This is an optimization exercise on Yosys and OpenROAD, whose aim is small area, a short achievable clock period and few clock cycles, not a production implementation.
Only simulation tests tie the RTL to the original design; equivalence was not proved.
Power figures rest on the tool's default switching activity, not on a simulated workload.

==> design/flow/config.mk <==
export PLATFORM = sky130hd
export DESIGN_NAME = TPU
export DESIGN_NICKNAME = TPU
export VERILOG_FILES = /design/flow/design.v
export SDC_FILE = /design/flow/constraint.sdc
export NUM_CORES = 4
export LEC_CHECK = 0
export CAP_MARGIN = 20
export CORE_MARGIN = 2
export CORE_UTILIZATION = 40
export SETUP_SLACK_MARGIN = 4.6
export SLEW_MARGIN = 20
==> design/flow/constraint.sdc <==
create_clock -name core_clock -period 8.0 [get_ports {clk}]
set_input_delay 1.6000 -clock core_clock [delete_from_list [all_inputs] [get_ports {clk}]]
set_output_delay 1.6000 -clock core_clock [all_outputs]
set_load 0.01 [all_outputs]
==> design/flow/design.v <==
module TPU(
    clk,
    rst_n,
    in_valid,
    K,
    M,
    N,
    busy,
    A_wr_en,
    A_index,
    A_data_in,
    A_data_out,
    B_wr_en,
    B_index,
    B_data_in,
    B_data_out,
    C_wr_en,
    C_index,
    C_data_in,
    C_data_out
);
input clk;
input rst_n;
input            in_valid;
input [7:0]      K;
input [7:0]      M;
input [7:0]      N;
output  reg      busy;
output           A_wr_en;
output [15:0]    A_index;
output [31:0]    A_data_in;
input  [31:0]    A_data_out;
output           B_wr_en;
output [15:0]    B_index;
output [31:0]    B_data_in;
input  [31:0]    B_data_out;
output           C_wr_en;
output [15:0]    C_index;
output [127:0]   C_data_in;
input  [127:0]   C_data_out;
reg  [7:0] k_end;        
reg  [2:0] pad1;         
reg        k_one;        
reg  [5:0] mt_last;      
reg        mt_zero;      
reg  [3:0] last_rows;    
reg  [3:0] top_row;      
wire [7:0] m_dec      = M - 8'd1;
wire [7:0] n_dec      = N - 8'd1;
wire [7:0] k_dec      = K - 8'd1;
wire [5:0] mt_last_in = m_dec[7:2];                      
wire [5:0] nt_last_in = n_dec[7:2];                      
wire       m_one_tile = (M[7:3] == 5'd0) & ~(M[2] & |M[1:0]);    
wire       n_one_tile = (N[7:3] == 5'd0) & ~(N[2] & |N[1:0]);    
wire       k_small    = (K[7:2] == 6'd0);                
wire [7:0] k_end_in   = k_small ? 8'd3 : k_dec;
always @(posedge clk) begin
    if (in_valid) begin
        k_end     <= k_end_in;
        pad1      <= k_small ? 3'd5 - {1'b0, K[1:0]} : 3'd1;
        k_one     <= (K == 8'd1);
        mt_last   <= mt_last_in;
        mt_zero   <= m_one_tile;
        case (M[1:0])
            2'd1:    begin last_rows <= 4'b0001; top_row <= 4'b0001; end
            2'd2:    begin last_rows <= 4'b0011; top_row <= 4'b0010; end
            2'd3:    begin last_rows <= 4'b0111; top_row <= 4'b0100; end
            default: begin last_rows <= 4'b1111; top_row <= 4'b1000; end
        endcase
    end
end
reg        issuing;
reg  [7:0] kd;           
reg  [5:0] id, jd;       
reg        f_te;         
reg        f_k0;         
reg        f_kv;         
reg        f_kl;         
reg        f_ie;         
reg        f_je;         
reg [13:0] a_addr, b_addr, b_base;
always @(posedge clk or negedge rst_n) begin
    if (!rst_n)                          issuing <= 1'b0;
    else if (in_valid)                   issuing <= 1'b1;
    else if (f_te & f_ie & f_je)         issuing <= 1'b0;
end
always @(posedge clk) begin
    if (in_valid) begin
        kd     <= k_end_in;
        id     <= mt_last_in;
        jd     <= nt_last_in;
        f_te   <= 1'b0;
        f_k0   <= 1'b1;
        f_kv   <= 1'b1;
        f_kl   <= (K == 8'd1);
        f_ie   <= m_one_tile;
        f_je   <= n_one_tile;
        a_addr <= 14'd0;
        b_addr <= 14'd0;
        b_base <= 14'd0;
    end else if (issuing) begin
        f_k0 <= f_te;
        if (f_te) begin
            kd   <= k_end;
            f_te <= 1'b0;
            f_kv <= 1'b1;
            f_kl <= k_one;
            if (f_ie) begin
                id     <= mt_last;
                f_ie   <= mt_zero;
                jd     <= jd - 6'd1;
                f_je   <= (jd == 6'd1);
                a_addr <= 14'd0;
                b_base <= b_addr + {13'd0, f_kv};
                b_addr <= b_addr + {13'd0, f_kv};
            end else begin
                id     <= id - 6'd1;
                f_ie   <= (id == 6'd1);
                a_addr <= a_addr + {13'd0, f_kv};
                b_addr <= b_base;
            end
        end else begin
            kd   <= kd - 8'd1;
            f_te <= (kd == 8'd1);
            f_kv <= (kd >= {5'd0, pad1});
            f_kl <= (kd == {5'd0, pad1});
            if (f_kv) begin
                a_addr <= a_addr + 14'd1;
                b_addr <= b_addr + 14'd1;
            end
        end
    end
end
assign A_wr_en   = 1'b0;
assign A_data_in = 32'd0;
assign B_wr_en   = 1'b0;
assign B_data_in = 32'd0;
assign A_index   = {2'd0, a_addr};
assign B_index   = {2'd0, b_addr};
wire       iss_v   = issuing & f_kv;
wire       iss_clr = issuing & f_k0;
wire       iss_wr  = iss_v & f_kl;
wire [3:0] wmask   = f_ie ? last_rows : 4'hF;
wire [3:0] fmask   = (f_ie & f_je) ? top_row : 4'h0;
reg  [31:0] a_q, b_q;
always @(posedge clk) begin
    a_q <= A_data_out & {32{iss_v}};
    b_q <= B_data_out;
end
reg  [31:0] b_d [1:3];
reg  [7:0]  a1_d1, a2_d1, a2_d2, a3_d1, a3_d2, a3_d3;
always @(posedge clk) begin
    b_d[1] <= b_q;
    b_d[2] <= b_d[1];
    b_d[3] <= b_d[2];
    a1_d1  <= a_q[23:16];
    a2_d1  <= a_q[15:8];
    a2_d2  <= a2_d1;
    a3_d1  <= a_q[7:0];
    a3_d2  <= a3_d1;
    a3_d3  <= a3_d2;
end
wire [9:0]  a3_row [0:3];
reg  [9:0]  tq [0:3];
reg  [9:0]  t1_d1, t2_d1, t2_d2, t3_d1, t3_d2, t3_d3;
genvar l;
generate
    for (l = 0; l < 4; l = l + 1) begin : triple
        wire [7:0] lane = A_data_out[31-8*l -: 8];
        always @(posedge clk) tq[l] <= ({2'b00, lane} + {1'b0, lane, 1'b0}) & {10{iss_v}};
    end
endgenerate
always @(posedge clk) begin
    t1_d1 <= tq[1];
    t2_d1 <= tq[2];
    t2_d2 <= t2_d1;
    t3_d1 <= tq[3];
    t3_d2 <= t3_d1;
    t3_d3 <= t3_d2;
end
assign a3_row[0] = tq[0];
assign a3_row[1] = t1_d1;
assign a3_row[2] = t2_d2;
assign a3_row[3] = t3_d3;
wire [7:0]  a_row [0:3];
wire [31:0] b_row [0:3];
assign a_row[0] = a_q[31:24];
assign a_row[1] = a1_d1;
assign a_row[2] = a2_d2;
assign a_row[3] = a3_d3;
assign b_row[0] = b_q;
assign b_row[1] = b_d[1];
assign b_row[2] = b_d[2];
assign b_row[3] = b_d[3];
reg        clr_d [0:3][0:2];
reg        clr_c [0:3];
reg  [4:0] wr_d [0:3];
reg  [4:0] fin_d [0:3];
wire [3:0] wr_row, fin_row;
always @(posedge clk) begin
    clr_d[1][0] <= iss_clr;
    clr_d[2][0] <= iss_clr;
    clr_d[2][1] <= clr_d[2][0];
    clr_d[3][0] <= iss_clr;
    clr_d[3][1] <= clr_d[3][0];
    clr_d[3][2] <= clr_d[3][1];
    clr_c[0]    <= iss_clr;
    clr_c[1]    <= clr_d[1][0];
    clr_c[2]    <= clr_d[2][1];
    clr_c[3]    <= clr_d[3][2];
end
genvar r, c;
generate
    for (r = 0; r < 4; r = r + 1) begin : flag
        always @(posedge clk or negedge rst_n) begin
            if (!rst_n) begin
                wr_d[r]  <= 5'd0;
                fin_d[r] <= 5'd0;
            end else begin
                wr_d[r]  <= {wr_d[r][3:0], iss_wr & wmask[r]};
                fin_d[r] <= {fin_d[r][3:0], iss_wr & fmask[r]};
            end
        end
        assign wr_row[r]  = wr_d[r][r+1];
        assign fin_row[r] = fin_d[r][r+1];
    end
endgenerate
wire [23:0] acc_x [0:3][0:3];
wire [23:0] acc_y [0:3][0:3];
generate
    for (r = 0; r < 4; r = r + 1) begin : row
        for (c = 0; c < 4; c = c + 1) begin : pe
            TPU_mac mac (
                .clk (clk),
                .clr (clr_c[r]),
                .a   (a_row[r]),
                .b   (b_row[r][31-8*c -: 8]),
                .a3  (a3_row[r]),
                .x   (acc_x[r][c]),
                .y   (acc_y[r][c])
            );
        end
    end
endgenerate
reg [23:0] out_q [0:3];
reg [3:0]  sel;
always @(posedge clk) sel <= {wr_d[3][3], wr_d[2][2], wr_d[1][1], wr_d[0][0]};
reg        wr_q, fin_q;
reg [13:0] c_addr;
generate
    for (c = 0; c < 4; c = c + 1) begin : cout
        wire [23:0] sx = ({24{sel[0]}} & acc_x[0][c]) | ({24{sel[1]}} & acc_x[1][c])
                       | ({24{sel[2]}} & acc_x[2][c]) | ({24{sel[3]}} & acc_x[3][c]);
        wire [23:0] sy = ({24{sel[0]}} & acc_y[0][c]) | ({24{sel[1]}} & acc_y[1][c])
                       | ({24{sel[2]}} & acc_y[2][c]) | ({24{sel[3]}} & acc_y[3][c]);
        always @(posedge clk) out_q[c] <= sx + sy;
        assign C_data_in[127-32*c -: 32] = {8'd0, out_q[c]};
    end
endgenerate
always @(posedge clk or negedge rst_n) begin
    if (!rst_n) begin
        wr_q  <= 1'b0;
        fin_q <= 1'b0;
    end else begin
        wr_q  <= |wr_row;
        fin_q <= |fin_row;
    end
end
always @(posedge clk or negedge rst_n) begin
    if (!rst_n)         c_addr <= 14'd0;
    else if (in_valid)  c_addr <= 14'd0;
    else if (wr_q)      c_addr <= c_addr + 14'd1;
end
assign C_wr_en = wr_q;
assign C_index = {2'd0, c_addr};
always @(posedge clk or negedge rst_n) begin
    if (!rst_n)          busy <= 1'b0;
    else if (in_valid)   busy <= 1'b1;
    else if (fin_q)      busy <= 1'b0;
end
endmodule
module TPU_mac (
    input             clk,
    input             clr,
    input      [7:0]  a,
    input      [7:0]  b,
    input      [9:0]  a3,    
    output     [23:0] x,
    output     [23:0] y
);
reg  [23:0] xr;
reg  [23:0] yr;
wire [23:0] xc = xr & {24{~clr}};
wire [23:0] yfull;
assign yfull[0] = yr[0];
assign yfull[1] = yr[1];
assign yfull[2] = yr[2];
assign yfull[3] = yr[3];
assign yfull[4] = yr[4];
assign yfull[5] = yr[5];
assign yfull[6] = yr[6];
assign yfull[7] = yr[7];
assign yfull[8] = yr[8];
assign yfull[9] = yr[9];
assign yfull[10] = yr[10];
assign yfull[11] = yr[11];
assign yfull[12] = yr[12];
assign yfull[13] = yr[13];
assign yfull[14] = yr[14];
assign yfull[15] = yr[15];
assign yfull[16] = yr[16];
assign yfull[17] = yr[17];
assign yfull[18] = yr[18];
assign yfull[19] = yr[19];
assign yfull[20] = yr[20];
assign yfull[21] = yr[21];
assign yfull[22] = yr[22];
assign yfull[23] = yr[23];
wire [23:0] yc = yfull & {24{~clr}};
wire [9:0] m1 = {2'b00, a};
wire [9:0] m2 = {1'b0, a, 1'b0};
wire s0_1 = ~b[1] &  b[0];
wire s0_2 =  b[1] & ~b[0];
wire s0_3 =  b[1] &  b[0];
wire q0_0 = (s0_1 & m1[0]) | (s0_2 & m2[0]) | (s0_3 & a3[0]);
wire q0_1 = (s0_1 & m1[1]) | (s0_2 & m2[1]) | (s0_3 & a3[1]);
wire q0_2 = (s0_1 & m1[2]) | (s0_2 & m2[2]) | (s0_3 & a3[2]);
wire q0_3 = (s0_1 & m1[3]) | (s0_2 & m2[3]) | (s0_3 & a3[3]);
wire q0_4 = (s0_1 & m1[4]) | (s0_2 & m2[4]) | (s0_3 & a3[4]);
wire q0_5 = (s0_1 & m1[5]) | (s0_2 & m2[5]) | (s0_3 & a3[5]);
wire q0_6 = (s0_1 & m1[6]) | (s0_2 & m2[6]) | (s0_3 & a3[6]);
wire q0_7 = (s0_1 & m1[7]) | (s0_2 & m2[7]) | (s0_3 & a3[7]);
wire q0_8 = (s0_1 & m1[8]) | (s0_2 & m2[8]) | (s0_3 & a3[8]);
wire q0_9 = (s0_1 & m1[9]) | (s0_2 & m2[9]) | (s0_3 & a3[9]);
wire s1_1 = ~b[3] &  b[2];
wire s1_2 =  b[3] & ~b[2];
wire s1_3 =  b[3] &  b[2];
wire q1_0 = (s1_1 & m1[0]) | (s1_2 & m2[0]) | (s1_3 & a3[0]);
wire q1_1 = (s1_1 & m1[1]) | (s1_2 & m2[1]) | (s1_3 & a3[1]);
wire q1_2 = (s1_1 & m1[2]) | (s1_2 & m2[2]) | (s1_3 & a3[2]);
wire q1_3 = (s1_1 & m1[3]) | (s1_2 & m2[3]) | (s1_3 & a3[3]);
wire q1_4 = (s1_1 & m1[4]) | (s1_2 & m2[4]) | (s1_3 & a3[4]);
wire q1_5 = (s1_1 & m1[5]) | (s1_2 & m2[5]) | (s1_3 & a3[5]);
wire q1_6 = (s1_1 & m1[6]) | (s1_2 & m2[6]) | (s1_3 & a3[6]);
wire q1_7 = (s1_1 & m1[7]) | (s1_2 & m2[7]) | (s1_3 & a3[7]);
wire q1_8 = (s1_1 & m1[8]) | (s1_2 & m2[8]) | (s1_3 & a3[8]);
wire q1_9 = (s1_1 & m1[9]) | (s1_2 & m2[9]) | (s1_3 & a3[9]);
wire s2_1 = ~b[5] &  b[4];
wire s2_2 =  b[5] & ~b[4];
wire s2_3 =  b[5] &  b[4];
wire q2_0 = (s2_1 & m1[0]) | (s2_2 & m2[0]) | (s2_3 & a3[0]);
wire q2_1 = (s2_1 & m1[1]) | (s2_2 & m2[1]) | (s2_3 & a3[1]);
wire q2_2 = (s2_1 & m1[2]) | (s2_2 & m2[2]) | (s2_3 & a3[2]);
wire q2_3 = (s2_1 & m1[3]) | (s2_2 & m2[3]) | (s2_3 & a3[3]);
wire q2_4 = (s2_1 & m1[4]) | (s2_2 & m2[4]) | (s2_3 & a3[4]);
wire q2_5 = (s2_1 & m1[5]) | (s2_2 & m2[5]) | (s2_3 & a3[5]);
wire q2_6 = (s2_1 & m1[6]) | (s2_2 & m2[6]) | (s2_3 & a3[6]);
wire q2_7 = (s2_1 & m1[7]) | (s2_2 & m2[7]) | (s2_3 & a3[7]);
wire q2_8 = (s2_1 & m1[8]) | (s2_2 & m2[8]) | (s2_3 & a3[8]);
wire q2_9 = (s2_1 & m1[9]) | (s2_2 & m2[9]) | (s2_3 & a3[9]);
wire s3_1 = ~b[7] &  b[6];
wire s3_2 =  b[7] & ~b[6];
wire s3_3 =  b[7] &  b[6];
wire q3_0 = (s3_1 & m1[0]) | (s3_2 & m2[0]) | (s3_3 & a3[0]);
wire q3_1 = (s3_1 & m1[1]) | (s3_2 & m2[1]) | (s3_3 & a3[1]);
wire q3_2 = (s3_1 & m1[2]) | (s3_2 & m2[2]) | (s3_3 & a3[2]);
wire q3_3 = (s3_1 & m1[3]) | (s3_2 & m2[3]) | (s3_3 & a3[3]);
wire q3_4 = (s3_1 & m1[4]) | (s3_2 & m2[4]) | (s3_3 & a3[4]);
wire q3_5 = (s3_1 & m1[5]) | (s3_2 & m2[5]) | (s3_3 & a3[5]);
wire q3_6 = (s3_1 & m1[6]) | (s3_2 & m2[6]) | (s3_3 & a3[6]);
wire q3_7 = (s3_1 & m1[7]) | (s3_2 & m2[7]) | (s3_3 & a3[7]);
wire q3_8 = (s3_1 & m1[8]) | (s3_2 & m2[8]) | (s3_3 & a3[8]);
wire q3_9 = (s3_1 & m1[9]) | (s3_2 & m2[9]) | (s3_3 & a3[9]);
wire t1 = q0_0 ^ xc[0];
wire t2 = q0_0 & xc[0];
wire t3 = q0_1 ^ xc[1] ^ yc[1];
wire t4 = (q0_1 & xc[1]) | (q0_1 & yc[1]) | (xc[1] & yc[1]);
wire t5 = q0_2 ^ q1_0 ^ xc[2];
wire t6 = (q0_2 & q1_0) | (q0_2 & xc[2]) | (q1_0 & xc[2]);
wire t7 = yc[2] ^ t4;
wire t8 = yc[2] & t4;
wire t9 = q0_3 ^ q1_1 ^ xc[3];
wire t10 = (q0_3 & q1_1) | (q0_3 & xc[3]) | (q1_1 & xc[3]);
wire t11 = yc[3] ^ t6 ^ t9;
wire t12 = (yc[3] & t6) | (yc[3] & t9) | (t6 & t9);
wire t13 = q0_4 ^ q1_2 ^ q2_0;
wire t14 = (q0_4 & q1_2) | (q0_4 & q2_0) | (q1_2 & q2_0);
wire t15 = xc[4] ^ yc[4] ^ t13;
wire t16 = (xc[4] & yc[4]) | (xc[4] & t13) | (yc[4] & t13);
wire t17 = t10 ^ t15;
wire t18 = t10 & t15;
wire t19 = q0_5 ^ q1_3 ^ q2_1;
wire t20 = (q0_5 & q1_3) | (q0_5 & q2_1) | (q1_3 & q2_1);
wire t21 = xc[5] ^ yc[5] ^ t14;
wire t22 = (xc[5] & yc[5]) | (xc[5] & t14) | (yc[5] & t14);
wire t23 = t19 ^ t16 ^ t21;
wire t24 = (t19 & t16) | (t19 & t21) | (t16 & t21);
wire t25 = q0_6 ^ q1_4 ^ q2_2;
wire t26 = (q0_6 & q1_4) | (q0_6 & q2_2) | (q1_4 & q2_2);
wire t27 = q3_0 ^ xc[6] ^ yc[6];
wire t28 = (q3_0 & xc[6]) | (q3_0 & yc[6]) | (xc[6] & yc[6]);
wire t29 = t20 ^ t25 ^ t27;
wire t30 = (t20 & t25) | (t20 & t27) | (t25 & t27);
wire t31 = t22 ^ t29;
wire t32 = t22 & t29;
wire t33 = q0_7 ^ q1_5 ^ q2_3;
wire t34 = (q0_7 & q1_5) | (q0_7 & q2_3) | (q1_5 & q2_3);
wire t35 = q3_1 ^ xc[7] ^ yc[7];
wire t36 = (q3_1 & xc[7]) | (q3_1 & yc[7]) | (xc[7] & yc[7]);
wire t37 = t26 ^ t33 ^ t28;
wire t38 = (t26 & t33) | (t26 & t28) | (t33 & t28);
wire t39 = t35 ^ t30 ^ t37;
wire t40 = (t35 & t30) | (t35 & t37) | (t30 & t37);
wire t41 = q0_8 ^ q1_6 ^ q2_4;
wire t42 = (q0_8 & q1_6) | (q0_8 & q2_4) | (q1_6 & q2_4);
wire t43 = q3_2 ^ xc[8] ^ yc[8];
wire t44 = (q3_2 & xc[8]) | (q3_2 & yc[8]) | (xc[8] & yc[8]);
wire t45 = t34 ^ t41 ^ t36;
wire t46 = (t34 & t41) | (t34 & t36) | (t41 & t36);
wire t47 = t43 ^ t38 ^ t45;
wire t48 = (t43 & t38) | (t43 & t45) | (t38 & t45);
wire t49 = q0_9 ^ q1_7 ^ q2_5;
wire t50 = (q0_9 & q1_7) | (q0_9 & q2_5) | (q1_7 & q2_5);
wire t51 = q3_3 ^ xc[9] ^ yc[9];
wire t52 = (q3_3 & xc[9]) | (q3_3 & yc[9]) | (xc[9] & yc[9]);
wire t53 = t42 ^ t49 ^ t44;
wire t54 = (t42 & t49) | (t42 & t44) | (t49 & t44);
wire t55 = t51 ^ t46 ^ t53;
wire t56 = (t51 & t46) | (t51 & t53) | (t46 & t53);
wire t57 = q1_8 ^ q2_6 ^ q3_4;
wire t58 = (q1_8 & q2_6) | (q1_8 & q3_4) | (q2_6 & q3_4);
wire t59 = xc[10] ^ yc[10] ^ t50;
wire t60 = (xc[10] & yc[10]) | (xc[10] & t50) | (yc[10] & t50);
wire t61 = t57 ^ t52 ^ t59;
wire t62 = (t57 & t52) | (t57 & t59) | (t52 & t59);
wire t63 = t54 ^ t61;
wire t64 = t54 & t61;
wire t65 = q1_9 ^ q2_7 ^ q3_5;
wire t66 = (q1_9 & q2_7) | (q1_9 & q3_5) | (q2_7 & q3_5);
wire t67 = xc[11] ^ yc[11] ^ t58;
wire t68 = (xc[11] & yc[11]) | (xc[11] & t58) | (yc[11] & t58);
wire t69 = t65 ^ t60 ^ t67;
wire t70 = (t65 & t60) | (t65 & t67) | (t60 & t67);
wire t71 = t62 ^ t69;
wire t72 = t62 & t69;
wire t73 = q2_8 ^ q3_6 ^ xc[12];
wire t74 = (q2_8 & q3_6) | (q2_8 & xc[12]) | (q3_6 & xc[12]);
wire t75 = yc[12] ^ t66 ^ t73;
wire t76 = (yc[12] & t66) | (yc[12] & t73) | (t66 & t73);
wire t77 = t68 ^ t75 ^ t70;
wire t78 = (t68 & t75) | (t68 & t70) | (t75 & t70);
wire t79 = q2_9 ^ q3_7 ^ xc[13];
wire t80 = (q2_9 & q3_7) | (q2_9 & xc[13]) | (q3_7 & xc[13]);
wire t81 = yc[13] ^ t74 ^ t79;
wire t82 = (yc[13] & t74) | (yc[13] & t79) | (t74 & t79);
wire t83 = t76 ^ t81;
wire t84 = t76 & t81;
wire t85 = q3_8 ^ xc[14] ^ yc[14];
wire t86 = (q3_8 & xc[14]) | (q3_8 & yc[14]) | (xc[14] & yc[14]);
wire t87 = t80 ^ t85 ^ t82;
wire t88 = (t80 & t85) | (t80 & t82) | (t85 & t82);
wire t89 = q3_9 ^ xc[15] ^ yc[15];
wire t90 = (q3_9 & xc[15]) | (q3_9 & yc[15]) | (xc[15] & yc[15]);
wire t91 = t86 ^ t89;
wire t92 = t86 & t89;
wire t93 = xc[16] ^ yc[16] ^ t90;
wire t94 = (xc[16] & yc[16]) | (xc[16] & t90) | (yc[16] & t90);
wire t95 = xc[17] ^ yc[17];
wire t96 = xc[17] & yc[17];
wire t97 = xc[18] ^ yc[18];
wire t98 = xc[18] & yc[18];
wire t99 = xc[19] ^ yc[19];
wire t100 = xc[19] & yc[19];
wire t101 = xc[20] ^ yc[20];
wire t102 = xc[20] & yc[20];
wire t103 = xc[21] ^ yc[21];
wire t104 = xc[21] & yc[21];
wire t105 = xc[22] ^ yc[22];
wire t106 = xc[22] & yc[22];
wire t107 = xc[23] ^ yc[23];
wire t108 = xc[23] & yc[23];
always @(posedge clk) begin
    xr <= {t106, t104, t102, t100, t98, t96, t95, t92, t91, t84, t83, t72, t64, t56, t48, t40, t32, t24, t18, t12, t8, t5, t2, yc[0]};
    yr <= {t107, t105, t103, t101, t99, t97, t94, t93, t88, t87, t78, t77, t71, t63, t55, t47, t39, t31, t23, t17, t11, t7, t3, t1};
end
assign x = xr;
assign y = yfull;
endmodule
==> design/flow/run.sh <==
#!/bin/bash
# synth_recipe.tcl (not shown) runs the flow's synth.tcl, then flattens the netlist and writes it again
# the make line also repeats each setting of config.mk as NAME=value (left out here)
make -C /OpenROAD-flow-scripts/flow DESIGN_CONFIG=/design/flow/config.mk WORK_HOME=/design/flow/orfs CLKGATE_MAP_FILE= SYNTH_SCRIPT=/design/flow/synth_recipe.tcl finish
==> results by group, run 1 <==
Critical path
  – Slowest-stage cell, CP: or4_4
  – CP cell instances: buf_4 > a22oi_1 > nand2_1 > fa_2 > a211oi_4 > o21ai_2 > a22o_2 > or4_4 > a31oi_4 > o21ai_2 > xor2_1
  – Max FO, Critical Path: 7
  – Crit end category: flip-flop
  – Req. time, crit path: 8.69 ns
  – Max incr delay on CP: 0.50 ns
  – R2R depth: 11
  – Most Frequent Cell on Critical Path: o21ai_2
  – Worst setup SP type: flip-flop
  – Crit Path Class: reg2reg
  – Crit path arrival time: 4.09 ns

Global route
  – Met2 Use GR: 37.3%
  – Initial antenna violation count: 16
  – Global-route wire length before repair: 346000 um
  – Pin count of the biggest net entering global routing: 159
  – M1 GR Usage: 30.7%
  – Met3 Usage GRT: 5.59%
  – GRT Total Usage: roughly a quarter
  – Most Crowded Layer GR: met2
  – Grt total ovfl: 0
  – Vias in the first global route: 55900

Floorplan
  – Die Y: 439 um
  – Num rows: 159
  – Initial core utilization: 40.3%
  – Die area: 0.193 mm^2
  – Total core area: 0.188 mm^2
  – IO Pins: 463
  – Die width: between 400 and 500 um

Pwr
  – Leak: approximately 39 nW
  – Gate power share: 32.7%
  – Part of the power in registers: between 30% and 40%
  – Sw frac: 35.1%
  – Total power: approximately 0.024 W
  – Pwr per Cell Area: 283 mW/mm^2
  – Sw power: 0.00850 W
  – Power Internal: roughly 0.016 W
  – Share of total power in the clock network: 29.6%
  – Peak VDD IR: 0.000212 V

Timing
  – Final Slew Violations: 0
  – Setup Skew: 0.0422 ns
  – Tcrit/Tclk final: 42.5%
  – Total Neg Setup Slack: 0 ns
  – Finish-stage setup viols: 0
  – Fin crit period: 3.40 ns
  – Fmax: approximately 0.29 GHz
  – RSZ-0062 raised after global routing: true
  – Slew HR: roughly 23%
  – Worst-margin pin slew: approximately 1.2 ns
  – Final Hold Vio Count: 0

Detailed routing
  – DR iter-0 viols: around 4500
  – Vias per inst: 5.43
  – Via count: roughly 54000
  – # DRC: 0
  – ANT nets after route: 0
  – Drt wl/cell: 22.8 um
  – WL final: 226000 um
  – DR pass1 iterations: 6

Synth
  – Sequential area share after synthesis: 35.6%
  – Yosys cell types: 81
  – Synthesized area: around 0.076 mm^2
  – Number of flops mapped to enable cells by yosys: 48
  – Mapped Cells: between 7000 and 8000
  – Ys async rst share: 3.51%
  – Synth Register Bits: ~1300
  – Synthesized area per cell: 10.3 um^2
  – Number of warnings issued by yosys: 16
  – Main synth FF type: dfxtp_1

Clocking
  – Clk root buf: clkbuf_16
  – H-tree levels: 4
  – Clock Tree Buf Depth: 3
  – CTS Buf Count: 152
  – Reg clk slew, reported paths: 0.06 ns
  – Total clock sinks: ~1300
  – Skew-Pair Late Insertion Delay: 0.82 ns
  – CTS tree: done
  – Cts hold-fix bufs: 0

Cells and area
  – Area grow syn2layout: 13.2%
  – Layout cells sized above 1: 13.9%
  – Commonest non-fill, non-tap cell in the layout: dfxtp_1
  – Most frequent cells in the layout: dfxtp_1 (1133), inv_1 (720), fa_1 (628)
  – Final nets: 8535

Placed design
  – Routability cong.: between 0.8 and 0.9
  – Final HPWL DP: 153000 um
  – # port buffers: between 200 and 250

Min path
  – Worst Hold Depth: 0
  – Worst hold path class: reg2reg

Status
  – Status: finished clean

Job
  – MaxCap Viol Count: 0
## synthesized netlist by cell type, types with 28 or more instances
cell	number	area, um^2
dfrtp_1	46	1150
edfxtp_1	48	1440
a21o_1	56	420
a22o_1	214	1870
nand3_1	33	165
nand2_1	387	1450
xnor2_1	111	972
and3_1	114	713
nand2b_1	379	2370
fa_1	632	12700
buf_4	104	781
nor2b_1	465	2910
a22oi_1	612	4590
a21oi_1	138	691
inv_1	720	2700
o21ai_0	77	385
ha_1	373	4670
clkbuf_1	517	1940
nor2_1	183	687
nor3_1	46	230
mux2_2	498	5610
a211oi_1	28	210
xor2_1	58	508
dfxtp_1	1215	24300
and2_1	35	219
## flip-flops by register name, indices dropped and copies added, names as in the netlist, 32 cells and up
name	flops
out_q	96
a_q	32
row.pe.mac.yr	384
row.pe.mac.xr	384
tq	36
b_q	32
b_d	96
## critical path, delay by kind of cell, from the launching register on
| family | cells | cell delay, ns |
|---|---|---|
| AO/OA/AOI/OAI | 6 | 1.36 |
| AND/OR/NAND/NOR | 2 | 0.67 |
| adder cells (fa/ha/maj) | 1 | 0.45 |
| flip-flops | 1 | 0.42 |
| buffers and inverters | 1 | 0.21 |
| XOR/XNOR | 1 | 0.15 |
## cell families after synthesis
kind of cell             after synthesis  synth area share (%)
other                                  1               0.00495
buffers and inverters               1366                  7.29
AO/OA/AOI/OAI                       1255                  12.2
XOR/XNOR                             169                  1.96
AND/OR/NAND/NOR                     1723                  12.3
flip-flops                          1309                  35.6
multiplexers                         523                  7.74
adder cells (fa/ha/maj)             1005                  22.9
## repair_timing
item	4_1_cts	5_1_grt
pin swaps	3	17
endpoints found under the hold margin	0	0
setup buffers	25	6
gates cloned	2	3
gates resized for setup	109	124
endpoints found under the setup margin	132	65
## power by group through the flow
| stage | clock, W | sequential, W | combinational, W |
|---|---|---|---|
| floorplan | 0 | 0.00874 | 0.00533 |
| global placement | 0 | 0.00922 | 0.00739 |
| detailed placement | 0 | 0.00922 | 0.00765 |
| CTS | 0.00730 | 0.00908 | 0.00787 |
| global route | 0.00757 | 0.00926 | 0.00901 |
| finish | 0.00716 | 0.00912 | 0.00793 |
## through the flow
step                cell area [um^2]  utilization [%]  setup slack (ns)  instances  hold WS (ns)
floorplan                      76100                -              4.61       7454         0.310
global placement               79400             42.3              3.60       9616         0.310
detailed placement             79400             42.3              3.58       9616         0.312
CTS                            85100             45.3              4.52       9912         0.301
global route                   85600             45.6              4.49       9929         0.315
finish                         85700             45.6              4.60       9937         0.308
## layout make-up
| class | count | area [um^2] |
|---|---|---|
| fill | 17500 | 102000 |
| multi-input combinational | 4779 | 44000 |
| sequential | 1309 | 27000 |
| clock buffer | 211 | 4390 |
| timing repair buffer | 348 | 3600 |
| tap | 2495 | 3120 |
| inverter | 721 | 2710 |
| clock inverter | 58 | 727 |
| antenna | 16 | 40.0 |
## layer usage
| metal | wire length (um) | vias to the layer above |
|---|---|---|
| met4 | 8230 | 0 |
| met1 | 95400 | 27000 |
| li1 | - | 24400 |
| met3 | 18500 | 473 |
| met2 | 104000 | 2074 |
| met5 | 0 | - |
## worst paths after layout
| check | from | endpoint | slack, ns |
|---|---|---|---|
| setup / recovery | sel[3] | out_q[2][20] | 4.60 |
| hold / removal | a3_d2[4] | a3_d3[4] | 0.31 |
| setup reg to reg | sel[3] | out_q[2][20] | 4.60 |
| hold reg to reg | a3_d2[4] | a3_d3[4] | 0.31 |
| max in group asynchronous | rst_n | issuing | 6.77 |
| min in group asynchronous | rst_n | wr_q | 0.80 |
Testbench counts, summed over its fixed seeds: cycles 122,601.
==> inputs of run 2 (changes only) <==
--- a/design/flow/config.mk
+++ b/design/flow/config.mk
@@ -7,2 +7,3 @@
 export LEC_CHECK = 0
+export ABC_AREA = 1
 export CAP_MARGIN = 20
==> run 2 against run 1 <==
Effect of this change:
- wire length up 10%
- maximum frequency decreased by 1.2%
- sequential share of layout area up 0.58 points
- largest power group unchanged
- global-route usage rose by 2.9 points
- register-to-register slack lost 0.04 ns
- core utilization increased by 0.28 points
- combinational power is 2% lower
- via count is 13% higher
- worst setup slack got worse by 0.042 ns
- non-clock buffer count up 6
- clock power about the same
==> results by group, run 2 <==
Synth
  – Cell taking the most area after synthesis: dfxtp_1 (unchanged)
  – Synthesized area per cell: 8.36 um^2 (was 10.3 um^2)
  – Share of the synthesized area in the top cell type: 33.0% (was 32.1%)
  – Post-synthesis mux area share: 0.0408% (was 7.74%)
  – Sequential area share after synthesis: 36.6% (was 35.6%)
  – Xor/xnor share of the synthesized area: 0.964% (was 1.96%)
  – Adder-cell area share of the yosys netlist: 23.5% (was 22.9%)
  – Top cells by area, synth: dfxtp_1 (33%), fa_1 (17%), nand2_1 (8.9%), inv_1 (8.0%), ha_1 (6.3%) (was dfxtp_1 (32%), fa_1 (17%), mux2_2 (7.4%), ha_1 (6.2%), a22oi_1 (6.1%))
  – Ys async rst share: 3.51% (unchanged)
  – Main synth FF type: dfxtp_1 (unchanged)
  – Largest family of logic cells by synthesized area: adder cells (unchanged)
  – Mapped Cells: 8805 (was 7351)
  – Compound-Gate Fraction of Synth Area: 11.6% (was 12.2%)
  – Number of warnings issued by yosys: 16 (unchanged)
  – Synth Register Bits: 1309 (unchanged)
  – Synth Area in Simple Gates: 16.3% (was 12.3%)
  – Most instantiated cells after synthesis: nand2_1 (1740), inv_1 (1569), dfxtp_1 (1215) (was dfxtp_1 (1215), inv_1 (720), fa_1 (632))
  – Most frequent cell after synthesis: nand2_1 (was dfxtp_1)
  – Yosys cell types: 51 (was 81)
  – Synthesized area: 0.0736 mm^2 (was 0.0757 mm^2)
  – Number of flops mapped to enable cells by yosys: 48 (unchanged)

Global route
  – Global-route wire length before repair: 371000 um (was 346000 um)
  – GRT Total Usage: 26.3% (was 23.4%)
  – Initial antenna violation count: 26 (was 16)
  – Grt total ovfl: 0 (unchanged)
  – Vias in the first global route: 60000 (was 55900)
  – Pin count of the biggest net entering global routing: 79 (was 159)

Timing
  – Worst-margin pin slew: 1.14 ns (was 1.15 ns)
  – Final Slew Violations: 0 (unchanged)
  – Fmax: 0.290 GHz (was 0.294 GHz)
  – Finish-stage setup viols: 0 (unchanged)
  – RSZ-0062 raised after global routing: true (unchanged)
  – Slew HR: 23.9% (was 23.1%)
  – Setup Skew: 0.0353 ns (was 0.0422 ns)
  – Fin crit period: 3.45 ns (was 3.40 ns)
  – Final Hold Vio Count: 0 (unchanged)
  – Total Neg Setup Slack: 0 ns (unchanged)
  – Tcrit/Tclk final: 43.1% (was 42.5%)

Clocking
  – Clk root buf: clkbuf_16 (unchanged)
  – Total clock sinks: 1309 (unchanged)
  – H-tree levels: 4 (unchanged)
  – Skew-Pair Late Insertion Delay: 0.82 ns (about the same)
  – Clock Tree Buf Depth: 3 (unchanged)
  – CTS tree: done (unchanged)
  – CTS Buf Count: 150 (was 152)
  – Reg clk slew, reported paths: 0.06 ns (about the same)

Pwr
  – Peak VDD IR: 0.000198 V (was 0.000212 V)
  – Leak: 38.9 nW (was 38.6 nW)
  – Pwr per Cell Area: 283 mW/mm^2 (about the same)
  – Total power: 0.0238 W (was 0.0242 W)

Floorplan
  – Initial core utilization: 40.2% (was 40.3%)
  – Die Y: 433 um (was 439 um)
  – Die width: 433 um (was 439 um)
  – Total core area: 0.183 mm^2 (was 0.188 mm^2)
  – Num rows: 157 (was 159)
  – IO Pins: 463 (unchanged)
  – Die area: 0.187 mm^2 (was 0.193 mm^2)

Cells and area
  – Layout cells sized above 1: 5.38% (was 13.9%)
  – Area grow syn2layout: 14.0% (was 13.2%)
  – Biggest regs: row.pe.mac.xr (384), row.pe.mac.yr (384) (unchanged)
  – Fin cells: 11600 (was 9937)
  – Post-layout util: 45.9% (was 45.6%)
  – Commonest non-fill, non-tap cell in the layout: nand2_1 (was dfxtp_1)
  – Fill count: 17900 (was 17500)
  – Most frequent cells in the layout: nand2_1 (1739), inv_1 (1546), dfxtp_1 (1180) (was dfxtp_1 (1133), inv_1 (720), fa_1 (628))
  – Final nets: 10200 (was 8535)

Critical path
  – Crit path arrival time: 4.13 ns (was 4.09 ns)
  – Crit Path Class: reg2reg (unchanged)
  – Crit end category: flip-flop (unchanged)
  – Worst setup SP type: flip-flop (unchanged)
  – Max FO, Critical Path: 17 (was 7)
  – Req. time, crit path: 8.68 ns (was 8.69 ns)

Placed design
  – Routability cong.: 0.972 (was 0.894)
  – Final HPWL DP: 187000 um (was 153000 um)
  – # port buffers: 230 (unchanged)
  – Placed cells: 11300 (was 9616)

Job
  – MaxCap Viol Count: 0 (unchanged)

Detailed routing
  – Vias per inst: 5.28 (was 5.43)
  – DR iter-0 viols: 6543 (was 4458)
  – WL final: 250000 um (was 226000 um)
  – Drt wl/cell: 21.6 um (was 22.8 um)
  – Via count: 61200 (was 53900)
  – # DRC: 0 (unchanged)
  – ANT nets after route: 0 (unchanged)
  – DR pass1 iterations: 6 (unchanged)

Status
  – Status: finished clean (unchanged)

Min path
  – Worst hold path class: reg2reg (unchanged)
[run 2: changes by cell type in the layout (fill, tap and decap cells not counted), sizes merged, moves of 324 or more]
cell    previous run  this run
o22ai              2       326
nand2            387      1746
a22oi            612         2
mux2             498         0
a21oi            139       484
nand2b           379         0
nor2b            465         0
nor2             183       829
inv              727      1560
[run 2: final cells by class]
| cell class | instances | area [um^2] | share of cell area [%] |
|---|---|---|---|
| repair inverters | 2 | 12.5 | 0.0149 |
| repair buffers | 354 | 3540 | 4.21 |
| clock inverters | 69 | 856 | 1.02 |
| well taps | 2464 | 3080 | 3.67 |
| multi-input cells | 5582 | 39100 | 46.6 |
| diodes | 3 | 7.51 | 0.00894 |
| inverters | 1584 | 6080 | 7.24 |
| clock buffers | 207 | 4290 | 5.11 |
| flip-flops and latches | 1309 | 27000 | 32.2 |
[run 2: final timing paths]
| check | slack (ns) | depth (start not counted) | endpoint | startpoint |
|---|---|---|---|---|
| worst min register to register | 0.32 | 0 | t1_d1[8] | tq[1][8] |
| worst min-delay path | 0.32 | 0 | t1_d1[8] | tq[1][8] |
| worst max register to register | 4.55 | 8 | row[2].pe[0].mac.yr[8] | a2_d2[1] |
| worst max-delay path | 4.55 | 8 | row[2].pe[0].mac.yr[8] | a2_d2[1] |
| min in group asynchronous | 0.81 | 1 | c_addr[7] | rst_n |
| max in group asynchronous | 6.73 | 1 | wr_q | rst_n |
[run 2: repair_timing]
action                                  4_1_cts  5_1_grt
endpoints found under the setup margin      320      111
resized for setup                           109       46
hold buffers                                  0        0
setup buffers                                18       22
cloned                                        1        3
[run 2: worst max-delay path: stages (launching register included)]
cell and delay [ns]:
dfxtp_1 0.31, buf_4 0.33, clkinvlp_4 0.59, o22ai_1 0.45, a31oi_1 0.09, fa_1 0.43, fa_1 0.55, inv_1 0.06
fa_1 0.47
[run 2: per-layer routing]
layer	up-vias	GRT usage [%]	share of wire, %
met2	2897	38.7	42
met4	42	9.59	3.8
met1	29400	35.9	43
met3	586	8.35	12
met5	-	0	0.11
li1	28200	-	-
[run 2: kinds of logic (layout without fill, tap and decap cells)]
logic type / count (synthesis) / in the layout
xor gates and xnor gates: 81 / 81
muxes: 3 / 3
AOI/OAI and AO/OA: 1407 / 1407
adders and majority gates: 1005 / 1005
other: 1 / 107
DFF: 1309 / 1309
and+or+nand+nor: 2982 / 2982
buffers and inverters: 2017 / 2216
[run 2: where the power goes]
part,internal (W),switching (W)
clock,0.00418,0.00296
sequential,0.00802,0.000837
combinational,0.00280,0.00499
[run 2: per-stage QoR]
step / area, um^2 / hold slack, ns / setup slack (ns)
6_report: 83900 / 0.321 / 4.55
5_1_grt: 83900 / 0.328 / 4.59
4_1_cts: 83400 / 0.324 / 4.60
3_5_place_dp: 77900 / 0.312 / 3.72
3_3_place_gp: 77900 / 0.310 / 3.76
2_1_floorplan: 74000 / 0.310 / 4.91
==> inputs of run 3 (changes only) <==
--- a/design/flow/design.v
+++ b/design/flow/design.v
@@ -291,29 +291,29 @@
 reg  [23:0] xr;
-reg  [23:0] yr;
+reg  [2:0] yr;
 wire [23:0] xc = xr & {24{~clr}};
 wire [23:0] yfull;
-assign yfull[0] = yr[0];
-assign yfull[1] = yr[1];
-assign yfull[2] = yr[2];
-assign yfull[3] = yr[3];
-assign yfull[4] = yr[4];
-assign yfull[5] = yr[5];
-assign yfull[6] = yr[6];
-assign yfull[7] = yr[7];
-assign yfull[8] = yr[8];
-assign yfull[9] = yr[9];
-assign yfull[10] = yr[10];
-assign yfull[11] = yr[11];
-assign yfull[12] = yr[12];
-assign yfull[13] = yr[13];
-assign yfull[14] = yr[14];
-assign yfull[15] = yr[15];
-assign yfull[16] = yr[16];
-assign yfull[17] = yr[17];
-assign yfull[18] = yr[18];
-assign yfull[19] = yr[19];
-assign yfull[20] = yr[20];
-assign yfull[21] = yr[21];
-assign yfull[22] = yr[22];
-assign yfull[23] = yr[23];
+assign yfull[0] = 1'b0;
+assign yfull[1] = 1'b0;
+assign yfull[2] = 1'b0;
+assign yfull[3] = 1'b0;
+assign yfull[4] = 1'b0;
+assign yfull[5] = 1'b0;
+assign yfull[6] = yr[0];
+assign yfull[7] = 1'b0;
+assign yfull[8] = 1'b0;
+assign yfull[9] = 1'b0;
+assign yfull[10] = 1'b0;
+assign yfull[11] = 1'b0;
+assign yfull[12] = yr[1];
+assign yfull[13] = 1'b0;
+assign yfull[14] = 1'b0;
+assign yfull[15] = 1'b0;
+assign yfull[16] = 1'b0;
+assign yfull[17] = 1'b0;
+assign yfull[18] = yr[2];
+assign yfull[19] = 1'b0;
+assign yfull[20] = 1'b0;
+assign yfull[21] = 1'b0;
+assign yfull[22] = 1'b0;
+assign yfull[23] = 1'b0;
 wire [23:0] yc = yfull & {24{~clr}};
@@ -373,113 +373,71 @@
 wire q3_9 = (s3_1 & m1[9]) | (s3_2 & m2[9]) | (s3_3 & a3[9]);
-wire t1 = q0_0 ^ xc[0];
-wire t2 = q0_0 & xc[0];
-wire t3 = q0_1 ^ xc[1] ^ yc[1];
-wire t4 = (q0_1 & xc[1]) | (q0_1 & yc[1]) | (xc[1] & yc[1]);
-wire t5 = q0_2 ^ q1_0 ^ xc[2];
-wire t6 = (q0_2 & q1_0) | (q0_2 & xc[2]) | (q1_0 & xc[2]);
-wire t7 = yc[2] ^ t4;
-wire t8 = yc[2] & t4;
-wire t9 = q0_3 ^ q1_1 ^ xc[3];
-wire t10 = (q0_3 & q1_1) | (q0_3 & xc[3]) | (q1_1 & xc[3]);
-wire t11 = yc[3] ^ t6 ^ t9;
-wire t12 = (yc[3] & t6) | (yc[3] & t9) | (t6 & t9);
-wire t13 = q0_4 ^ q1_2 ^ q2_0;
-wire t14 = (q0_4 & q1_2) | (q0_4 & q2_0) | (q1_2 & q2_0);
-wire t15 = xc[4] ^ yc[4] ^ t13;
-wire t16 = (xc[4] & yc[4]) | (xc[4] & t13) | (yc[4] & t13);
-wire t17 = t10 ^ t15;
-wire t18 = t10 & t15;
-wire t19 = q0_5 ^ q1_3 ^ q2_1;
-wire t20 = (q0_5 & q1_3) | (q0_5 & q2_1) | (q1_3 & q2_1);
-wire t21 = xc[5] ^ yc[5] ^ t14;
-wire t22 = (xc[5] & yc[5]) | (xc[5] & t14) | (yc[5] & t14);
-wire t23 = t19 ^ t16 ^ t21;
-wire t24 = (t19 & t16) | (t19 & t21) | (t16 & t21);
-wire t25 = q0_6 ^ q1_4 ^ q2_2;
-wire t26 = (q0_6 & q1_4) | (q0_6 & q2_2) | (q1_4 & q2_2);
-wire t27 = q3_0 ^ xc[6] ^ yc[6];
-wire t28 = (q3_0 & xc[6]) | (q3_0 & yc[6]) | (xc[6] & yc[6]);
-wire t29 = t20 ^ t25 ^ t27;
-wire t30 = (t20 & t25) | (t20 & t27) | (t25 & t27);
-wire t31 = t22 ^ t29;
-wire t32 = t22 & t29;
-wire t33 = q0_7 ^ q1_5 ^ q2_3;
-wire t34 = (q0_7 & q1_5) | (q0_7 & q2_3) | (q1_5 & q2_3);
-wire t35 = q3_1 ^ xc[7] ^ yc[7];
-wire t36 = (q3_1 & xc[7]) | (q3_1 & yc[7]) | (xc[7] & yc[7]);
-wire t37 = t26 ^ t33 ^ t28;
-wire t38 = (t26 & t33) | (t26 & t28) | (t33 & t28);
-wire t39 = t35 ^ t30 ^ t37;
-wire t40 = (t35 & t30) | (t35 & t37) | (t30 & t37);
-wire t41 = q0_8 ^ q1_6 ^ q2_4;
-wire t42 = (q0_8 & q1_6) | (q0_8 & q2_4) | (q1_6 & q2_4);
-wire t43 = q3_2 ^ xc[8] ^ yc[8];
-wire t44 = (q3_2 & xc[8]) | (q3_2 & yc[8]) | (xc[8] & yc[8]);
-wire t45 = t34 ^ t41 ^ t36;
-wire t46 = (t34 & t41) | (t34 & t36) | (t41 & t36);
-wire t47 = t43 ^ t38 ^ t45;
-wire t48 = (t43 & t38) | (t43 & t45) | (t38 & t45);
-wire t49 = q0_9 ^ q1_7 ^ q2_5;
-wire t50 = (q0_9 & q1_7) | (q0_9 & q2_5) | (q1_7 & q2_5);
-wire t51 = q3_3 ^ xc[9] ^ yc[9];
-wire t52 = (q3_3 & xc[9]) | (q3_3 & yc[9]) | (xc[9] & yc[9]);
-wire t53 = t42 ^ t49 ^ t44;
-wire t54 = (t42 & t49) | (t42 & t44) | (t49 & t44);
-wire t55 = t51 ^ t46 ^ t53;
-wire t56 = (t51 & t46) | (t51 & t53) | (t46 & t53);
-wire t57 = q1_8 ^ q2_6 ^ q3_4;
-wire t58 = (q1_8 & q2_6) | (q1_8 & q3_4) | (q2_6 & q3_4);
-wire t59 = xc[10] ^ yc[10] ^ t50;
-wire t60 = (xc[10] & yc[10]) | (xc[10] & t50) | (yc[10] & t50);
-wire t61 = t57 ^ t52 ^ t59;
-wire t62 = (t57 & t52) | (t57 & t59) | (t52 & t59);
-wire t63 = t54 ^ t61;
-wire t64 = t54 & t61;
-wire t65 = q1_9 ^ q2_7 ^ q3_5;
-wire t66 = (q1_9 & q2_7) | (q1_9 & q3_5) | (q2_7 & q3_5);
-wire t67 = xc[11] ^ yc[11] ^ t58;
-wire t68 = (xc[11] & yc[11]) | (xc[11] & t58) | (yc[11] & t58);
-wire t69 = t65 ^ t60 ^ t67;
-wire t70 = (t65 & t60) | (t65 & t67) | (t60 & t67);
-wire t71 = t62 ^ t69;
-wire t72 = t62 & t69;
-wire t73 = q2_8 ^ q3_6 ^ xc[12];
-wire t74 = (q2_8 & q3_6) | (q2_8 & xc[12]) | (q3_6 & xc[12]);
-wire t75 = yc[12] ^ t66 ^ t73;
-wire t76 = (yc[12] & t66) | (yc[12] & t73) | (t66 & t73);
-wire t77 = t68 ^ t75 ^ t70;
-wire t78 = (t68 & t75) | (t68 & t70) | (t75 & t70);
-wire t79 = q2_9 ^ q3_7 ^ xc[13];
-wire t80 = (q2_9 & q3_7) | (q2_9 & xc[13]) | (q3_7 & xc[13]);
-wire t81 = yc[13] ^ t74 ^ t79;
-wire t82 = (yc[13] & t74) | (yc[13] & t79) | (t74 & t79);
-wire t83 = t76 ^ t81;
-wire t84 = t76 & t81;
-wire t85 = q3_8 ^ xc[14] ^ yc[14];
-wire t86 = (q3_8 & xc[14]) | (q3_8 & yc[14]) | (xc[14] & yc[14]);
-wire t87 = t80 ^ t85 ^ t82;
-wire t88 = (t80 & t85) | (t80 & t82) | (t85 & t82);
-wire t89 = q3_9 ^ xc[15] ^ yc[15];
-wire t90 = (q3_9 & xc[15]) | (q3_9 & yc[15]) | (xc[15] & yc[15]);
-wire t91 = t86 ^ t89;
-wire t92 = t86 & t89;
-wire t93 = xc[16] ^ yc[16] ^ t90;
-wire t94 = (xc[16] & yc[16]) | (xc[16] & t90) | (yc[16] & t90);
-wire t95 = xc[17] ^ yc[17];
-wire t96 = xc[17] & yc[17];
-wire t97 = xc[18] ^ yc[18];
-wire t98 = xc[18] & yc[18];
-wire t99 = xc[19] ^ yc[19];
-wire t100 = xc[19] & yc[19];
-wire t101 = xc[20] ^ yc[20];
-wire t102 = xc[20] & yc[20];
-wire t103 = xc[21] ^ yc[21];
-wire t104 = xc[21] & yc[21];
-wire t105 = xc[22] ^ yc[22];
-wire t106 = xc[22] & yc[22];
-wire t107 = xc[23] ^ yc[23];
-wire t108 = xc[23] & yc[23];
+wire t1 = xc[2] ^ q0_2;
+wire t2 = xc[2] & q0_2;
+wire t3 = xc[3] ^ q0_3 ^ q1_1;
+wire t4 = (xc[3] & q0_3) | (xc[3] & q1_1) | (q0_3 & q1_1);
+wire t5 = xc[4] ^ q0_4 ^ q1_2;
+wire t6 = (xc[4] & q0_4) | (xc[4] & q1_2) | (q0_4 & q1_2);
+wire t7 = q2_0 ^ t4;
+wire t8 = q2_0 & t4;
+wire t9 = xc[5] ^ q0_5 ^ q1_3;
+wire t10 = (xc[5] & q0_5) | (xc[5] & q1_3) | (q0_5 & q1_3);
+wire t11 = q2_1 ^ t6 ^ t9;
+wire t12 = (q2_1 & t6) | (q2_1 & t9) | (t6 & t9);
+wire t13 = xc[6] ^ yc[6] ^ q0_6;
+wire t14 = (xc[6] & yc[6]) | (xc[6] & q0_6) | (yc[6] & q0_6);
+wire t15 = q1_4 ^ q2_2 ^ q3_0;
+wire t16 = (q1_4 & q2_2) | (q1_4 & q3_0) | (q2_2 & q3_0);
+wire t17 = t10 ^ t13 ^ t15;
+wire t18 = (t10 & t13) | (t10 & t15) | (t13 & t15);
+wire t19 = xc[7] ^ q0_7 ^ q1_5;
+wire t20 = (xc[7] & q0_7) | (xc[7] & q1_5) | (q0_7 & q1_5);
+wire t21 = q2_3 ^ q3_1 ^ t14;
+wire t22 = (q2_3 & q3_1) | (q2_3 & t14) | (q3_1 & t14);
+wire t23 = t16 ^ t19 ^ t18;
+wire t24 = (t16 & t19) | (t16 & t18) | (t19 & t18);
+wire t25 = xc[8] ^ q0_8 ^ q1_6;
+wire t26 = (xc[8] & q0_8) | (xc[8] & q1_6) | (q0_8 & q1_6);
+wire t27 = q2_4 ^ q3_2 ^ t20;
+wire t28 = (q2_4 & q3_2) | (q2_4 & t20) | (q3_2 & t20);
+wire t29 = t25 ^ t22 ^ t27;
+wire t30 = (t25 & t22) | (t25 & t27) | (t22 & t27);
+wire t31 = xc[9] ^ q0_9 ^ q1_7;
+wire t32 = (xc[9] & q0_9) | (xc[9] & q1_7) | (q0_9 & q1_7);
+wire t33 = q2_5 ^ q3_3 ^ t26;
+wire t34 = (q2_5 & q3_3) | (q2_5 & t26) | (q3_3 & t26);
+wire t35 = t31 ^ t28 ^ t33;
+wire t36 = (t31 & t28) | (t31 & t33) | (t28 & t33);
+wire t37 = xc[10] ^ q1_8 ^ q2_6;
+wire t38 = (xc[10] & q1_8) | (xc[10] & q2_6) | (q1_8 & q2_6);
+wire t39 = q3_4 ^ t32 ^ t37;
+wire t40 = (q3_4 & t32) | (q3_4 & t37) | (t32 & t37);
+wire t41 = t34 ^ t39;
+wire t42 = t34 & t39;
+wire t43 = xc[11] ^ q1_9 ^ q2_7;
+wire t44 = (xc[11] & q1_9) | (xc[11] & q2_7) | (q1_9 & q2_7);
+wire t45 = q3_5 ^ t38 ^ t43;
+wire t46 = (q3_5 & t38) | (q3_5 & t43) | (t38 & t43);
+wire t47 = t40 ^ t45;
+wire t48 = t40 & t45;
+wire t49 = xc[12] ^ yc[12] ^ q2_8;
+wire t50 = (xc[12] & yc[12]) | (xc[12] & q2_8) | (yc[12] & q2_8);
+wire t51 = q3_6 ^ t44 ^ t49;
+wire t52 = (q3_6 & t44) | (q3_6 & t49) | (t44 & t49);
+wire t53 = t46 ^ t51;
+wire t54 = t46 & t51;
+wire t55 = xc[13] ^ q2_9 ^ q3_7;
+wire t56 = (xc[13] & q2_9) | (xc[13] & q3_7) | (q2_9 & q3_7);
+wire t57 = t50 ^ t55 ^ t52;
+wire t58 = (t50 & t55) | (t50 & t52) | (t55 & t52);
+wire t59 = xc[14] ^ q3_8 ^ t56;
+wire t60 = (xc[14] & q3_8) | (xc[14] & t56) | (q3_8 & t56);
+wire t61 = xc[15] ^ q3_9;
+wire t62 = xc[15] & q3_9;
+wire [6:0] ch0 = {1'b0, t8, t5, t2, q1_0, xc[1], xc[0]} + {1'b0, t11, t7, t3, t1, q0_1, q0_0};
+wire [6:0] ch6 = {1'b0, t42, t41, t30, t24, t21, t12} + {1'b0, t47, t36, t35, t29, t23, t17};
+wire [6:0] ch12 = {1'b0, xc[17], xc[16], t61, t59, t54, t48} + {1'b0, 1'b0, t62, t60, t58, t57, t53};
+wire [6:0] ch18 = {1'b0, xc[23], xc[22], xc[21], xc[20], xc[19], xc[18]} + {1'b0, 1'b0, 1'b0, 1'b0, 1'b0, 1'b0, yc[18]};
 always @(posedge clk) begin
-    xr <= {t106, t104, t102, t100, t98, t96, t95, t92, t91, t84, t83, t72, t64, t56, t48, t40, t32, t24, t18, t12, t8, t5, t2, yc[0]};
-    yr <= {t107, t105, t103, t101, t99, t97, t94, t93, t88, t87, t78, t77, t71, t63, t55, t47, t39, t31, t23, t17, t11, t7, t3, t1};
+    xr <= {ch18[5], ch18[4], ch18[3], ch18[2], ch18[1], ch18[0], ch12[5], ch12[4], ch12[3], ch12[2], ch12[1], ch12[0], ch6[5], ch6[4], ch6[3], ch6[2], ch6[1], ch6[0], ch0[5], ch0[4], ch0[3], ch0[2], ch0[1], ch0[0]};
+    yr <= {ch12[6], ch6[6], ch0[6]};
 end
--- a/design/flow/config.mk
+++ b/design/flow/config.mk
@@ -7,3 +7,2 @@
 export LEC_CHECK = 0
-export ABC_AREA = 1
 export CAP_MARGIN = 20
==> run 3 against run 2 <==
Effect of this change:
- sequential share of layout area decreased by 6.8 points
- worst hold slack got worse by 0.0029 ns
- flip-flop and latch count is 336 lower
- first-iteration DRC count fell by 39%
- wire length fell by 9.6%
- still clean
- clock skew up 0.021 ns
- critical path depth grew 5
==> results by group, run 3 <==
Status
  – Status: finished clean (unchanged)

Clocking
  – H-tree levels: 3 (was 4)
  – CTS Buf Count: 111 (was 150)
  – Clock Tree Buf Depth: 3 (unchanged)
  – Clk root buf: clkbuf_16 (unchanged)
  – CTS tree: done (unchanged)
  – Total clock sinks: 973 (was 1309)
  – Skew-Pair Late Insertion Delay: 0.76 ns (was 0.82 ns)
  – Reg clk slew, reported paths: 0.06 ns (about the same)

Critical path
  – Most Frequent Cell on Critical Path: fa_1 (unchanged)
  – Max incr delay on CP: 0.51 ns (was 0.59 ns)
  – R2r endpoint: row[0].pe[3].mac.xr[11] (was row[2].pe[0].mac.yr[8])
  – R2R Setup Slk: 4.40 ns (was 4.55 ns)
  – Req. time, crit path: 8.68 ns (about the same)
  – Crit end category: flip-flop (unchanged)
  – Worst setup SP type: flip-flop (unchanged)
  – CP cell instances: buf_12 > buf_16 > mux2_2 > a22o_1 > fa_1 > fa_2 > fa_1 > ha_1 > a21o_1 > a21oi_2 > o21bai_1 > a21oi_1 > xnor2_1 (was buf_4 > clkinvlp_4 > o22ai_1 > a31oi_1 > fa_1 > fa_1 > inv_1 > fa_1)
  – Reg2reg start: a_q[30] (was a2_d2[1])
  – R2R depth: 13 (was 8)
  – Slowest-stage cell, CP: fa_1 (was clkinvlp_4)
  – Max FO, Critical Path: 7 (was 17)
  – Crit path arrival time: 4.28 ns (was 4.13 ns)
  – Crit Path Class: reg2reg (unchanged)

Pwr
  – Part of the power in registers: 27.0% (was 37.2%)
  – Power Internal: 0.0162 W (was 0.0150 W)
  – Leak: 36.4 nW (was 38.9 nW)
  – Sw power: 0.0100 W (was 0.00879 W)
  – Share of total power in the clock network: 21.3% (was 30.0%)
  – Sw frac: 38.2% (was 36.9%)
  – Gate power share: 51.7% (was 32.8%)
  – Peak VDD IR: 0.000195 V (was 0.000198 V)
  – Pwr per Cell Area: 323 mW/mm^2 (was 283 mW/mm^2)

Min path
  – Hold Crit Endpoint: a1_d1[2] (was t1_d1[8])
  – Worst hold path class: reg2reg (unchanged)
  – Min-delay src: a_q[18] (was tq[1][8])
  – Worst Hold Depth: 0 (unchanged)

Timing
  – Tcrit/Tclk final: 45.0% (was 43.1%)
  – Fmax: 0.278 GHz (was 0.290 GHz)
  – Final Hold Vio Count: 0 (unchanged)
  – RSZ-0062 raised after global routing: true (unchanged)
  – Slew HR: 22.3% (was 23.9%)
  – Fin crit period: 3.60 ns (was 3.45 ns)
  – Finish-stage setup viols: 0 (unchanged)
  – Total Neg Setup Slack: 0 ns (unchanged)
  – Setup Skew: 0.0567 ns (was 0.0353 ns)
  – Final Slew Violations: 0 (unchanged)
  – Worst-margin pin slew: 1.16 ns (was 1.14 ns)

Detailed routing
  – Top sig layer: met5 (unchanged)
  – DR iter-0 viols: 4010 (was 6543)
  – Met3 wire len: 21400 um (was 29400 um)
  – DR pass1 iterations: 6 (unchanged)
  – Routed length on met1: 91800 um (was 107000 um)
  – WL final: 226000 um (was 250000 um)
  – # DRC: 0 (unchanged)
  – Drt wl/cell: 24.6 um (was 21.6 um)
  – ANT nets after route: 0 (unchanged)
  – WL met2: 99300 um (was 104000 um)
  – Vias per inst: 5.54 (was 5.28)
  – Via count: 50800 (was 61200)

Cells and area
  – Fill count: 14600 (was 17900)
  – Biggest regs: row.pe.mac.xr (384), b_d (96), out_q (96) (was row.pe.mac.xr (384), row.pe.mac.yr (384))
  – Post-layout util: 50.1% (was 45.9%)
  – Layout cells sized above 1: 27.4% (was 5.38%)
  – Most frequent cells in the layout: dfxtp_1 (709), mux2_2 (449), inv_1 (419) (was nand2_1 (1739), inv_1 (1546), dfxtp_1 (1180))
  – Final nets: 8046 (was 10200)
  – Largest Register: row.pe.mac.xr
  – Area grow syn2layout: 24.3% (was 14.0%)
  – Commonest non-fill, non-tap cell in the layout: dfxtp_1 (was nand2_1)
  – Largest register FFs: 384

Synth
  – Mapped Cells: 6490 (was 8805)
  – Most instantiated cells after synthesis: dfxtp_1 (879), inv_1 (489), ha_1 (473) (was nand2_1 (1740), inv_1 (1569), dfxtp_1 (1215))
  – Number of warnings issued by yosys: 16 (unchanged)
  – Synthesized area: 0.0655 mm^2 (was 0.0736 mm^2)
  – Ys async rst share: 4.73% (was 3.51%)
  – Number of flops mapped to enable cells by yosys: 48 (unchanged)
  – Yosys cell types: 76 (was 51)
  – Share of the synthesized area in the top cell type: 26.9% (was 33.0%)
  – Main synth FF type: dfxtp_1 (unchanged)
  – Most frequent cell after synthesis: dfxtp_1 (was nand2_1)
  – Top cells by area, synth: dfxtp_1 (27%), fa_1 (14%), ha_1 (9.0%), mux2_2 (8.0%), a22o_1 (4.5%) (was dfxtp_1 (33%), fa_1 (17%), nand2_1 (8.9%), inv_1 (8.0%), ha_1 (6.3%))
  – Sequential area share after synthesis: 30.8% (was 36.6%)
  – Synth Register Bits: 973 (was 1309)
  – Synthesized area per cell: 10.1 um^2 (was 8.36 um^2)
  – Cell taking the most area after synthesis: dfxtp_1 (unchanged)

Global route
  – Grt total ovfl: 0 (unchanged)
  – Pin count of the biggest net entering global routing: 92 (was 79)
  – GRT Total Usage: 25.7% (was 26.3%)
  – Initial antenna violation count: 22 (was 26)
  – Vias in the first global route: 51400 (was 60000)
  – Global-route wire length before repair: 327000 um (was 371000 um)

Floorplan
  – Total core area: 0.163 mm^2 (was 0.183 mm^2)
  – Num rows: 148 (was 157)
  – IO Pins: 463 (unchanged)
  – Die Y: 409 um (was 433 um)
  – Die width: 409 um (was 433 um)
  – Die area: 0.167 mm^2 (was 0.187 mm^2)
  – Initial core utilization: 40.3% (was 40.2%)

Job
  – MaxCap Viol Count: 0 (unchanged)

Placed design
  – # port buffers: 230 (unchanged)
  – Routability cong.: 0.883 (was 0.972)
  – Final HPWL DP: 139000 um (was 187000 um)
==> run 3: what timing repair did <==
| action | 4_1_cts | 5_1_grt |
|---|---|---|
| endpoints found under the hold margin | 0 | 0 |
| buffers inserted | 293 | 121 |
| pin swaps | 253 | 208 |
| resized for setup | 692 | 297 |
| hold buffers | 0 | 0 |
| endpoints found under the setup margin | 236 | 126 |
| cloned | 28 | 12 |
==> run 3: power by group through the flow <==
stage | Combinational, W | Sequential [W] | Clock (W)
floorplan | 0.00820 | 0.00673 | 0
global placement | 0.0106 | 0.00715 | 0
detailed placement | 0.0109 | 0.00717 | 0
CTS | 0.0123 | 0.00706 | 0.00571
global route | 0.0149 | 0.00717 | 0.00591
finish | 0.0136 | 0.00708 | 0.00560
==> run 3: worst max-delay path, delay by kind of cell, from the launching register on <==
| family | cells | cell delay (ns) |
|---|---|---|
| AO/OA/AOI/OAI | 5 | 0.82 |
| XOR/XNOR | 1 | 0.14 |
| adder cells (fa/ha/maj) | 4 | 1.64 |
| buffers and inverters | 2 | 0.29 |
| flip-flops | 1 | 0.37 |
| multiplexers | 1 | 0.26 |
==> run 3: per-stage QoR <==
stage,total power (W),std cells,worst slack (ns),hold slack [ns],area (um^2)
final,0.0263,9184,4.40,0.318,81400
after floorplan,0.0149,6593,4.52,0.310,67000
after detailed placement,0.0180,8510,3.38,0.312,69400
after CTS,0.0251,9042,4.41,0.320,78900
after global routing,0.0280,9178,4.31,0.325,81400
after global placement,0.0177,8509,3.43,0.312,69400
==> run 3: cell type report <==
type | instances | area (um^2) | share of cell area [%]
Antenna cell | 9 | 22.5 | 0.0277
Clock buffer | 140 | 3090 | 3.80
Sequential cell | 973 | 20700 | 25.4
Clock inverter | 71 | 943 | 1.16
Inverter | 489 | 1840 | 2.25
Timing Repair Buffer | 766 | 8440 | 10.4
Multi-Input combinational cell | 4561 | 43700 | 53.7
Tap cell | 2175 | 2720 | 3.34
==> run 3: cells by family after synthesis <==
| kind of cell | Yosys count | synth area share [%] |
|---|---|---|
| adder cells (fa/ha/maj) | 925 | 22.9 |
| buffers and inverters | 1059 | 6.87 |
| AO/OA/AOI/OAI | 1215 | 13.8 |
| XOR/XNOR | 395 | 5.28 |
| multiplexers | 524 | 8.90 |
| flip-flops | 973 | 30.8 |
| other | 1 | 0.00573 |
| AND/OR/NAND/NOR | 1398 | 11.5 |
==> run 3: worst max path at each step <==
stage	start	end	slack (ns)
finish	a_q[30]	row[0].pe[3].mac.xr[11]	4.40
global route	a3_d3[7]	row[3].pe[2].mac.xr[17]	4.31
CTS	a_q[31]	row[0].pe[2].mac.yr[2]	4.41
detailed placement	b_q[4]	row[0].pe[3].mac.yr[2]	3.38
global placement	b_q[4]	row[0].pe[3].mac.yr[2]	3.43
floorplan	b_q[20]	row[0].pe[1].mac.yr[2]	4.52
==> run 3: per-layer routing <==
layer	track usage [%]	up-vias
met3	5.97	616
met4	13.1	10
li1	-	22900
met2	40.2	2338
met1	33.3	25000
met5	0	-
Testbench counts of run 3, summed over its fixed seeds: cycles 122,601.

-- re-timing with driven ports --
Ports are ideal in the flow. The routed layouts listed here were re-timed in OpenROAD. Step 1 (the two cells are an assumption about what drives the block):
set clk [get_ports {clk}]
set_driving_cell -lib_cell sky130_fd_sc_hd__clkbuf_16 $clk
set_driving_cell -lib_cell sky130_fd_sc_hd__buf_2 [delete_from_list [all_inputs] $clk]
Step 2 times the ports against the registers' clock, not the clock port: input delays grow and output delays shrink by t, the midpoint of the rising clock arrivals with the driver on. Slacks: ideal ports / drivers / drivers and shift; pairs: ideal ports / drivers.
run | t, ns | slack for setup (ns) | worst setup path at the end | clock arrival spread, ns
run 1 | 0.884 | 4.596 / 4.596 / 4.089 | input to register | 0.043 / 0.042
run 2 | 0.889 | 4.554 / 4.554 / 4.119 | input to register | 0.040 / 0.040
run 3 | 0.828 | 4.399 / 4.399 / 4.123 | input to register | 0.061 / 0.061
After both steps setup and hold are still met in every run listed. The setup slack of run 1, which loses most, moves by 0.000 ns with the drivers and by -0.507 ns with both steps.
